Context: an optimization exercise on an open-source flow, tuned for small area, a short achievable clock period and few clock cycles. The choices shown serve that exercise and are no tape-out recipe. The RTL was checked by simulation tests, not by an equivalence proof against the original design.

==> inputs of job 3466 <==
==> flow/design.v <==
module alu(
in1, in2, sub, sel_add, sel_sll, sel_slt, sel_sltu, sel_xor, sel_sr, sel_or, sel_and, arith,
out, sum, lt, ltu, eq
);
input wire [31:0] in1;
input wire [31:0] in2;
input wire sub;
input wire sel_add, sel_sll, sel_slt, sel_sltu, sel_xor, sel_sr, sel_or, sel_and;
input wire arith;  
output wire [31:0] out;
output wire [31:0] sum;
output wire lt;
output wire ltu;
output wire eq;
wire [31:0] s_add = in1 + in2;
wire [31:0] s_sub = in1 - in2;
assign sum = sub ? s_sub : s_add;
assign ltu = in1 < in2;
assign lt = (in1[31] ^ in2[31]) ? in1[31] : ltu;
assign eq = (in1 == in2);
wire [31:0] sh_in;
wire [31:0] sh_out;
wire [31:0] sh_rev;
genvar k;
generate for (k = 0; k < 32; k = k + 1) begin : rev
   assign sh_in[k] = sel_sll ? in1[31-k] : in1[k];
   assign sh_rev[k] = sh_out[31-k];
end endgenerate
wire sh_fill = arith & in1[31];
assign sh_out = $signed({sh_fill, sh_in}) >>> in2[4:0];
assign out = ({32{sel_add}} & sum)
           | ({32{sel_sll}} & sh_rev)
           | ({32{sel_sr}} & sh_out)
           | {31'b0, (sel_slt & lt) | (sel_sltu & ltu)}
           | ({32{sel_xor}} & (in1 ^ in2))
           | ({32{sel_or}} & (in1 | in2))
           | ({32{sel_and}} & (in1 & in2));
endmodule
module register_file(
clk, read_reg_1, read_reg_2, write_reg, write_data, write_en, data_out_1, data_out_2
);
input wire clk;
input wire [4:0] read_reg_1;
input wire [4:0] read_reg_2;
input wire [4:0] write_reg;
input wire [31:0] write_data;
input wire write_en;
output wire [31:0] data_out_1;
output wire [31:0] data_out_2;
reg [31:0] registers [1:31];
integer i;
always @(posedge clk) begin
   for (i = 1; i < 32; i = i + 1)
      if (write_en && write_reg == i) registers[i] <= write_data;
end
reg [31:0] o1, o2;
always @* begin
   o1 = 32'h0;
   o2 = 32'h0;
   for (i = 1; i < 32; i = i + 1) begin
      o1 = o1 | ({32{read_reg_1 == i}} & registers[i]);
      o2 = o2 | ({32{read_reg_2 == i}} & registers[i]);
   end
end
assign data_out_1 = o1;
assign data_out_2 = o2;
endmodule
/*verilator lint_off UNUSED*/
module simple_cpu(
clk, reset, read_req, read_addr, read_data, read_data_valid, write_req, write_addr, write_data, memory_mask, error_instruction, debug
);
input wire clk;
input wire reset;
output reg read_req;
output wire [31:0] read_addr;
input wire [31:0] read_data;
input wire read_data_valid;
output wire write_req;
output wire [31:0] write_addr;
output reg [31:0] write_data;
output reg [3:0] memory_mask;
output reg error_instruction;
output wire [31:0] debug;
assign debug = 32'h00000001;
reg [31:0] pc_f;        
reg [31:0] baddr;       
reg        dph_ld;      
reg        dph_st;      
reg [2:0]  ld_f3;
reg [4:0]  ld_rd;
assign read_addr = baddr;
assign write_addr = baddr;
assign write_req = dph_st;
reg        v_e;
reg [31:0] op_a, op_b;
reg [31:0] x_e;         
reg [4:0]  rd_e, rs1_e, rs2_e;
reg [2:0]  f3_e;
reg        a_rs1_e, b_rs2_e;   
reg        wen_e;
reg        b_eq_e, b_lt_e, b_ltu_e;
reg        e_load, e_store, e_branch, e_jal, e_jalr, e_csr, e_ecall, e_ebreak, e_mret, e_illegal;
reg        e_sub, e_add, e_sll, e_slt, e_sltu, e_xor, e_sr, e_or, e_and, e_arith, e_link;
reg        c_scratch, c_tvec, c_epc, c_cause, c_tval;
reg [31:0] mscratch, mtvec, mepc, mcause, mtval;
wire dph = dph_ld | dph_st;
wire ex = v_e & ~dph;
wire [31:0] alu_out, alu_sum;
wire alu_lt, alu_ltu, alu_eq;
alu alu_inst(
.in1(op_a), .in2(op_b), .sub(e_sub), .sel_add(e_add), .sel_sll(e_sll), .sel_slt(e_slt), .sel_sltu(e_sltu),
.sel_xor(e_xor), .sel_sr(e_sr), .sel_or(e_or), .sel_and(e_and), .arith(e_arith),
.out(alu_out), .sum(alu_sum), .lt(alu_lt), .ltu(alu_ltu), .eq(alu_eq)
);
wire cond_p = (b_eq_e & alu_eq) | (b_lt_e & alu_lt) | (b_ltu_e & alu_ltu);
wire cond_n = (b_eq_e & ~alu_eq) | (b_lt_e & ~alu_lt) | (b_ltu_e & ~alu_ltu);
wire taken = f3_e[0] ? cond_n : cond_p;
wire mis = (f3_e[1:0] == 2'b01 & alu_sum[0]) | (f3_e[1:0] == 2'b10 & alu_sum[1:0] != 2'b00);
wire trap_mem = ex & (e_load | e_store) & mis;
wire mem_go = ex & (e_load | e_store) & ~mis;
wire trap = ex & (e_ecall | e_ebreak) | trap_mem;
wire redirect = ex & (taken | e_jal | e_jalr | e_mret | e_ecall | e_ebreak) | trap_mem;
wire [31:0] csr_old = ({32{c_scratch}} & mscratch) | ({32{c_tvec}} & mtvec) | ({32{c_epc}} & mepc)
                    | ({32{c_cause}} & mcause) | ({32{c_tval}} & mtval);
wire [31:0] csr_new = (f3_e[1:0] == 2'b01) ? op_a : (f3_e[1:0] == 2'b10) ? (csr_old | op_a) : (csr_old & ~op_a);
wire [31:0] result_e = e_link ? pc_f : e_csr ? csr_old : alu_out;
wire [31:0] tgt_add = pc_f + x_e;
wire [31:0] iw = read_data;
wire [6:0] opc = iw[6:0];
wire [2:0] f3 = iw[14:12];
wire [4:0] rs1 = iw[19:15];
wire [4:0] rs2 = iw[24:20];
wire [4:0] rd = iw[11:7];
wire d_load   = (opc == 7'b0000011);
wire d_store  = (opc == 7'b0100011);
wire d_op     = (opc == 7'b0110011);
wire d_opimm  = (opc == 7'b0010011);
wire d_lui    = (opc == 7'b0110111);
wire d_auipc  = (opc == 7'b0010111);
wire d_jal    = (opc == 7'b1101111);
wire d_jalr   = (opc == 7'b1100111);
wire d_branch = (opc == 7'b1100011);
wire d_sys    = (opc == 7'b1110011);
wire d_illegal = ~(d_load | d_store | d_op | d_opimm | d_lui | d_auipc | d_jal | d_jalr | d_branch | d_sys);
wire d_csr    = d_sys & (f3[1:0] != 2'b00);
wire d_alu    = d_op | d_opimm;
wire [31:0] imm_i = {{20{iw[31]}}, iw[31:20]};
wire [31:0] imm_s = {{20{iw[31]}}, iw[31:25], iw[11:7]};
wire [31:0] imm_b = {{19{iw[31]}}, iw[31], iw[7], iw[30:25], iw[11:8], 1'b0};
wire [31:0] imm_u = {iw[31:12], 12'b0};
wire [31:0] imm_j = {{11{iw[31]}}, iw[31], iw[19:12], iw[20], iw[30:21], 1'b0};
wire [31:0] rf_1, rf_2;
wire [31:0] ld_val = (ld_f3[1:0] == 2'b00) ? {{24{~ld_f3[2] & read_data[7]}}, read_data[7:0]}
                   : (ld_f3[1:0] == 2'b01) ? {{16{~ld_f3[2] & read_data[15]}}, read_data[15:0]}
                   : read_data;
wire ld_done = dph_ld & read_data_valid;
wire [4:0]  rf_wreg = dph ? ld_rd : rd_e;
wire [31:0] rf_wdata = dph ? ld_val : result_e;
wire        rf_wen = dph ? ld_done : ex & wen_e;
register_file register_file_inst(
.clk(clk), .read_reg_1(rs1), .read_reg_2(rs2), .write_reg(rf_wreg), .write_data(rf_wdata), .write_en(rf_wen), .data_out_1(rf_1), .data_out_2(rf_2)
);
wire fw1 = ex & wen_e & (rd_e == rs1);
wire fw2 = ex & wen_e & (rd_e == rs2);
wire fix_a = ld_done & a_rs1_e & (rs1_e == ld_rd) & (ld_rd != 5'd0);
wire fix_b = ld_done & b_rs2_e & (rs2_e == ld_rd) & (ld_rd != 5'd0);
wire fix_x = ld_done & e_store & (rs2_e == ld_rd) & (ld_rd != 5'd0);
wire a_rs1 = ~(d_auipc | d_lui | (d_sys & f3[2]));
wire b_rs2 = d_op | d_branch;
wire ftrap = ~dph & ~v_e & (pc_f[1:0] != 2'b00);
wire fetch_ok = ~dph & read_req & read_data_valid;
wire jump = ex & (taken | e_jal);
reg [31:0] pc_s, pc_n, baddr_n;
always @* begin
   if (ex & e_jalr) pc_s = {alu_sum[31:1], 1'b0};
   else if (ex & e_mret) pc_s = mepc;
   else if (trap | ftrap) pc_s = mtvec;
   else if (fetch_ok) pc_s = pc_f + 32'd4;
   else pc_s = pc_f;
   pc_n = jump ? tgt_add : pc_s;
   baddr_n = jump ? tgt_add : mem_go ? alu_sum : pc_s;
end
always @(posedge clk) begin
   if (reset) begin
      pc_f <= 32'b0;
      baddr <= 32'b0;
      read_req <= 1'b1;
      v_e <= 1'b0;
      dph_ld <= 1'b0;
      dph_st <= 1'b0;
      error_instruction <= 1'b0;
   end else if (dph) begin
      if (dph_st | read_data_valid) begin
         dph_ld <= 1'b0;
         dph_st <= 1'b0;
         baddr <= pc_f;
         read_req <= (pc_f[1:0] == 2'b00);
      end
   end else begin
      if (ex & e_illegal) error_instruction <= 1'b1;
      pc_f <= pc_n;
      v_e <= fetch_ok & ~redirect & ~ftrap;
      baddr <= baddr_n;
      if (mem_go) begin
         dph_ld <= e_load;
         dph_st <= e_store;
         read_req <= e_load;
      end else begin
         read_req <= (pc_n[1:0] == 2'b00);
      end
   end
end
always @(posedge clk) begin
   if (mem_go) begin
      write_data <= x_e;
      memory_mask <= {f3_e[1], f3_e[1], f3_e[1] | f3_e[0], 1'b1};
      ld_f3 <= f3_e;
      ld_rd <= rd_e;
   end
end
always @(posedge clk) begin
   if (~dph | fix_a)
      op_a <= dph ? ld_val : (fw1 & a_rs1) ? result_e : d_auipc ? pc_f : d_lui ? 32'b0 : (d_sys & f3[2]) ? {27'b0, rs1} : rf_1;
   if (~dph | fix_b)
      op_b <= dph ? ld_val : (fw2 & b_rs2) ? result_e : (d_op | d_branch) ? rf_2 : d_store ? imm_s : (d_lui | d_auipc) ? imm_u : imm_i;
   if (~dph | fix_x)
      x_e <= dph ? ld_val : (fw2 & d_store) ? result_e : d_store ? rf_2 : (d_jal ? imm_j : imm_b) - 32'd4;
   if (~dph) begin
      rd_e <= rd;
      rs1_e <= rs1;
      rs2_e <= rs2;
      f3_e <= f3;
      a_rs1_e <= a_rs1;
      b_rs2_e <= b_rs2;
      wen_e <= (d_alu | d_lui | d_auipc | d_jal | d_jalr | d_csr) & (rd != 5'd0);
      e_load <= d_load;
      e_store <= d_store;
      e_branch <= d_branch;
      b_eq_e <= d_branch & ~f3[2];
      b_lt_e <= d_branch & f3[2] & ~f3[1];
      b_ltu_e <= d_branch & f3[2] & f3[1];
      e_jal <= d_jal;
      e_jalr <= d_jalr;
      e_csr <= d_csr;
      e_ecall <= d_sys & (f3 == 3'b000) & (iw[31:20] == 12'h000);
      e_ebreak <= d_sys & (f3 == 3'b000) & (iw[31:20] == 12'h001);
      e_mret <= d_sys & (f3 == 3'b000) & (iw[31:20] == 12'h302);
      e_illegal <= d_illegal;
      e_sub <= d_op & iw[30] & f3 == 3'b000;
      e_add <= (d_alu & f3 == 3'b000) | d_lui | d_auipc;
      e_sll <= d_alu & f3 == 3'b001;
      e_slt <= d_alu & f3 == 3'b010;
      e_sltu <= d_alu & f3 == 3'b011;
      e_xor <= d_alu & f3 == 3'b100;
      e_sr <= d_alu & f3 == 3'b101;
      e_or <= d_alu & f3 == 3'b110;
      e_and <= d_alu & f3 == 3'b111;
      e_arith <= iw[30];
      e_link <= d_jal | d_jalr;
      c_scratch <= iw[31:20] == 12'h340;
      c_tvec <= iw[31:20] == 12'h305;
      c_epc <= iw[31:20] == 12'h341;
      c_cause <= iw[31:20] == 12'h342;
      c_tval <= iw[31:20] == 12'h343;
   end
end
wire [31:0] pc_e = pc_f - 32'd4;
always @(posedge clk) begin
   if (~reset) begin
      if (ftrap) begin
         mepc <= pc_f;
         mtval <= pc_f;
      end else if (trap) begin
         mepc <= pc_e;
         if (e_ecall) mcause <= 32'd11;
         else if (e_ebreak) mcause <= 32'd3;
         else begin
            mcause <= e_load ? 32'd4 : 32'd6;
            mtval <= alu_sum;
         end
      end else if (ex & e_csr) begin
         if (c_scratch) mscratch <= csr_new;
         if (c_tvec) mtvec <= csr_new;
         if (c_epc) mepc <= csr_new;
         if (c_cause) mcause <= csr_new;
         if (c_tval) mtval <= csr_new;
      end
   end
end
endmodule
==> flow/run.sh <==
#!/bin/bash
# synth_recipe.tcl (not shown) runs the flow's synth.tcl, then flattens the netlist and writes it again
# the make line also repeats each setting of config.mk as NAME=value (left out here)
make -C /OpenROAD-flow-scripts/flow DESIGN_CONFIG=/design/flow/config.mk WORK_HOME=/design/flow/orfs CLKGATE_MAP_FILE= SYNTH_SCRIPT=/design/flow/synth_recipe.tcl finish
==> flow/config.mk <==
export PLATFORM = sky130hd
export DESIGN_NAME = simple_cpu
export DESIGN_NICKNAME = simple_cpu
export VERILOG_FILES = /design/flow/design.v
export SDC_FILE = /design/flow/constraint.sdc
export NUM_CORES = 4
export LEC_CHECK = 0
export ABC_CLOCK_PERIOD_IN_PS = 3500
export CAP_MARGIN = 20
export CORE_MARGIN = 2
export CORE_UTILIZATION = 35
export CTS_CLUSTER_DIAMETER = 80
export CTS_CLUSTER_SIZE = 20
export PLACE_DENSITY = 0.5
export SETUP_SLACK_MARGIN = 4.0
export SLEW_MARGIN = 20
==> flow/constraint.sdc <==
create_clock -name core_clock -period 8.0 [get_ports {clk}]
set_input_delay 1.6000 -clock core_clock [delete_from_list [all_inputs] [get_ports {clk}]]
set_output_delay 1.6000 -clock core_clock [all_outputs]
set_load 0.01 [all_outputs]
==> inputs of job 2755, as changes to job 3466 <==
--- a/flow/design.v
+++ b/flow/design.v
@@ -12,9 +12,8 @@
 output wire lt;
 output wire ltu;
 output wire eq;
-wire [31:0] s_add = in1 + in2;
-wire [31:0] s_sub = in1 - in2;
-assign sum = sub ? s_sub : s_add;
+wire [32:0] s = {1'b0, in1} + {1'b0, sub ? ~in2 : in2} + {32'b0, sub};
+assign sum = s[31:0];
 assign ltu = in1 < in2;
 assign lt = (in1[31] ^ in2[31]) ? in1[31] : ltu;
 assign eq = (in1 == in2);
@@ -123,7 +122,7 @@
 wire [31:0] csr_old = ({32{c_scratch}} & mscratch) | ({32{c_tvec}} & mtvec) | ({32{c_epc}} & mepc)
                     | ({32{c_cause}} & mcause) | ({32{c_tval}} & mtval);
 wire [31:0] csr_new = (f3_e[1:0] == 2'b01) ? op_a : (f3_e[1:0] == 2'b10) ? (csr_old | op_a) : (csr_old & ~op_a);
-wire [31:0] result_e = e_link ? pc_f : e_csr ? csr_old : alu_out;
+wire [31:0] result_e = ({32{e_link}} & pc_f) | ({32{e_csr}} & csr_old) | alu_out;
 wire [31:0] tgt_add = pc_f + x_e;
 wire [31:0] iw = read_data;
 wire [6:0] opc = iw[6:0];
@@ -211,20 +210,20 @@
    end
 end
 always @(posedge clk) begin
+   write_data <= x_e;
+   memory_mask <= {f3_e[1], f3_e[1], f3_e[1] | f3_e[0], 1'b1};
    if (mem_go) begin
-      write_data <= x_e;
-      memory_mask <= {f3_e[1], f3_e[1], f3_e[1] | f3_e[0], 1'b1};
       ld_f3 <= f3_e;
       ld_rd <= rd_e;
    end
 end
 always @(posedge clk) begin
    if (~dph | fix_a)
-      op_a <= dph ? ld_val : (fw1 & a_rs1) ? result_e : d_auipc ? pc_f : d_lui ? 32'b0 : (d_sys & f3[2]) ? {27'b0, rs1} : rf_1;
+      op_a <= (~dph & fw1 & a_rs1) ? result_e : dph ? ld_val : d_auipc ? pc_f : d_lui ? 32'b0 : (d_sys & f3[2]) ? {27'b0, rs1} : rf_1;
    if (~dph | fix_b)
-      op_b <= dph ? ld_val : (fw2 & b_rs2) ? result_e : (d_op | d_branch) ? rf_2 : d_store ? imm_s : (d_lui | d_auipc) ? imm_u : imm_i;
+      op_b <= (~dph & fw2 & b_rs2) ? result_e : dph ? ld_val : (d_op | d_branch) ? rf_2 : d_store ? imm_s : (d_lui | d_auipc) ? imm_u : imm_i;
    if (~dph | fix_x)
-      x_e <= dph ? ld_val : (fw2 & d_store) ? result_e : d_store ? rf_2 : (d_jal ? imm_j : imm_b) - 32'd4;
+      x_e <= (~dph & fw2 & d_store) ? result_e : dph ? ld_val : d_store ? rf_2 : (d_jal ? imm_j : imm_b) - 32'd4;
    if (~dph) begin
       rd_e <= rd;
       rs1_e <= rs1;
- PLACE_DENSITY: 0.5 -> not set
- SETUP_SLACK_MARGIN: 4.0 -> 3.8
==> inputs of job 6610, as changes to job 3466 <==
--- a/flow/design.v
+++ b/flow/design.v
@@ -12,9 +12,8 @@
 output wire lt;
 output wire ltu;
 output wire eq;
-wire [31:0] s_add = in1 + in2;
-wire [31:0] s_sub = in1 - in2;
-assign sum = sub ? s_sub : s_add;
+wire [32:0] s = {1'b0, in1} + {1'b0, sub ? ~in2 : in2} + {32'b0, sub};
+assign sum = s[31:0];
 assign ltu = in1 < in2;
 assign lt = (in1[31] ^ in2[31]) ? in1[31] : ltu;
 assign eq = (in1 == in2);
@@ -123,7 +122,7 @@
 wire [31:0] csr_old = ({32{c_scratch}} & mscratch) | ({32{c_tvec}} & mtvec) | ({32{c_epc}} & mepc)
                     | ({32{c_cause}} & mcause) | ({32{c_tval}} & mtval);
 wire [31:0] csr_new = (f3_e[1:0] == 2'b01) ? op_a : (f3_e[1:0] == 2'b10) ? (csr_old | op_a) : (csr_old & ~op_a);
-wire [31:0] result_e = e_link ? pc_f : e_csr ? csr_old : alu_out;
+wire [31:0] result_e = ({32{e_link}} & pc_f) | ({32{e_csr}} & csr_old) | alu_out;
 wire [31:0] tgt_add = pc_f + x_e;
 wire [31:0] iw = read_data;
 wire [6:0] opc = iw[6:0];
@@ -211,20 +210,20 @@
    end
 end
 always @(posedge clk) begin
+   write_data <= x_e;
+   memory_mask <= {f3_e[1], f3_e[1], f3_e[1] | f3_e[0], 1'b1};
    if (mem_go) begin
-      write_data <= x_e;
-      memory_mask <= {f3_e[1], f3_e[1], f3_e[1] | f3_e[0], 1'b1};
       ld_f3 <= f3_e;
       ld_rd <= rd_e;
    end
 end
 always @(posedge clk) begin
    if (~dph | fix_a)
-      op_a <= dph ? ld_val : (fw1 & a_rs1) ? result_e : d_auipc ? pc_f : d_lui ? 32'b0 : (d_sys & f3[2]) ? {27'b0, rs1} : rf_1;
+      op_a <= (~dph & fw1 & a_rs1) ? result_e : dph ? ld_val : d_auipc ? pc_f : d_lui ? 32'b0 : (d_sys & f3[2]) ? {27'b0, rs1} : rf_1;
    if (~dph | fix_b)
-      op_b <= dph ? ld_val : (fw2 & b_rs2) ? result_e : (d_op | d_branch) ? rf_2 : d_store ? imm_s : (d_lui | d_auipc) ? imm_u : imm_i;
+      op_b <= (~dph & fw2 & b_rs2) ? result_e : dph ? ld_val : (d_op | d_branch) ? rf_2 : d_store ? imm_s : (d_lui | d_auipc) ? imm_u : imm_i;
    if (~dph | fix_x)
-      x_e <= dph ? ld_val : (fw2 & d_store) ? result_e : d_store ? rf_2 : (d_jal ? imm_j : imm_b) - 32'd4;
+      x_e <= (~dph & fw2 & d_store) ? result_e : dph ? ld_val : d_store ? rf_2 : (d_jal ? imm_j : imm_b) - 32'd4;
    if (~dph) begin
       rd_e <= rd;
       rs1_e <= rs1;
- CORE_UTILIZATION: 35 -> 45
- PLACE_DENSITY: 0.5 -> not set
==> flow_summary.json <==
{
  "status": "timing/DRC/antenna clean",
  "start_util_pct": 45.4,
  "nNonClkBuffers": 791,
  "multi_input_area_share_pct": 37.2,
  "vias_per_cell": 7.74,
  "r2r_end": "register_file_inst.registers[31][7]"
}
The numbers above come from job 6610.

==> flow_summary.json <==
{
  "start_util_pct": 35.3,
  "multi_input_area_share_pct": 37.1,
  "vias_per_cell": 7.15,
  "nNonClkBuffers": 633,
  "status": "timing/DRC/antenna clean",
  "r2r_end": "register_file_inst.registers[23][24]"
}
The numbers above come from job 2755.

==> flow_summary.json <==
{
  "status": "timing/DRC/antenna clean",
  "vias_per_cell": 7.16,
  "start_util_pct": 35.2,
  "multi_input_area_share_pct": 35.8
}
The numbers above come from job 3466.

Testbench counts of job 3466, summed over its fixed seeds: cycles 44,586.
Testbench counts of job 2755, summed over its fixed seeds: cycles 44,586.
Testbench counts of job 6610, summed over its fixed seeds: cycles 44,586.

[afterwards: timing with drivers on the ports]
The results above use ideal ports. As a check the final layouts listed here were re-extracted and re-timed, cells and wires unchanged.
Step 1: set_driving_cell puts a clkbuf_16 on clk and a buf_2 on each other input, an assumption about the parent block.
Step 2 times the ports against the registers' clock, not the clock port: input delays grow and output delays shrink by t, the midpoint of the rising clock arrivals with the driver on.
Three values: ideal ports, drivers, drivers and shift; two values: the first two.
run	t (ns)	slack for setup (ns)	hold WS [ns]
job 3466	0.890	3.763 / 3.763 / 2.962	0.483 / 0.483 / 0.483
job 2755	0.867	3.611 / 3.661 / 2.795	0.450 / 0.450 / 0.450
job 6610	0.865	3.836 / 3.873 / 3.018	0.405 / 0.405 / 0.405
After both steps setup and hold are still met in every run listed. For job 6610, which loses most, drivers alone change the setup slack by +0.037 ns; drivers and shift together by -0.818 ns.
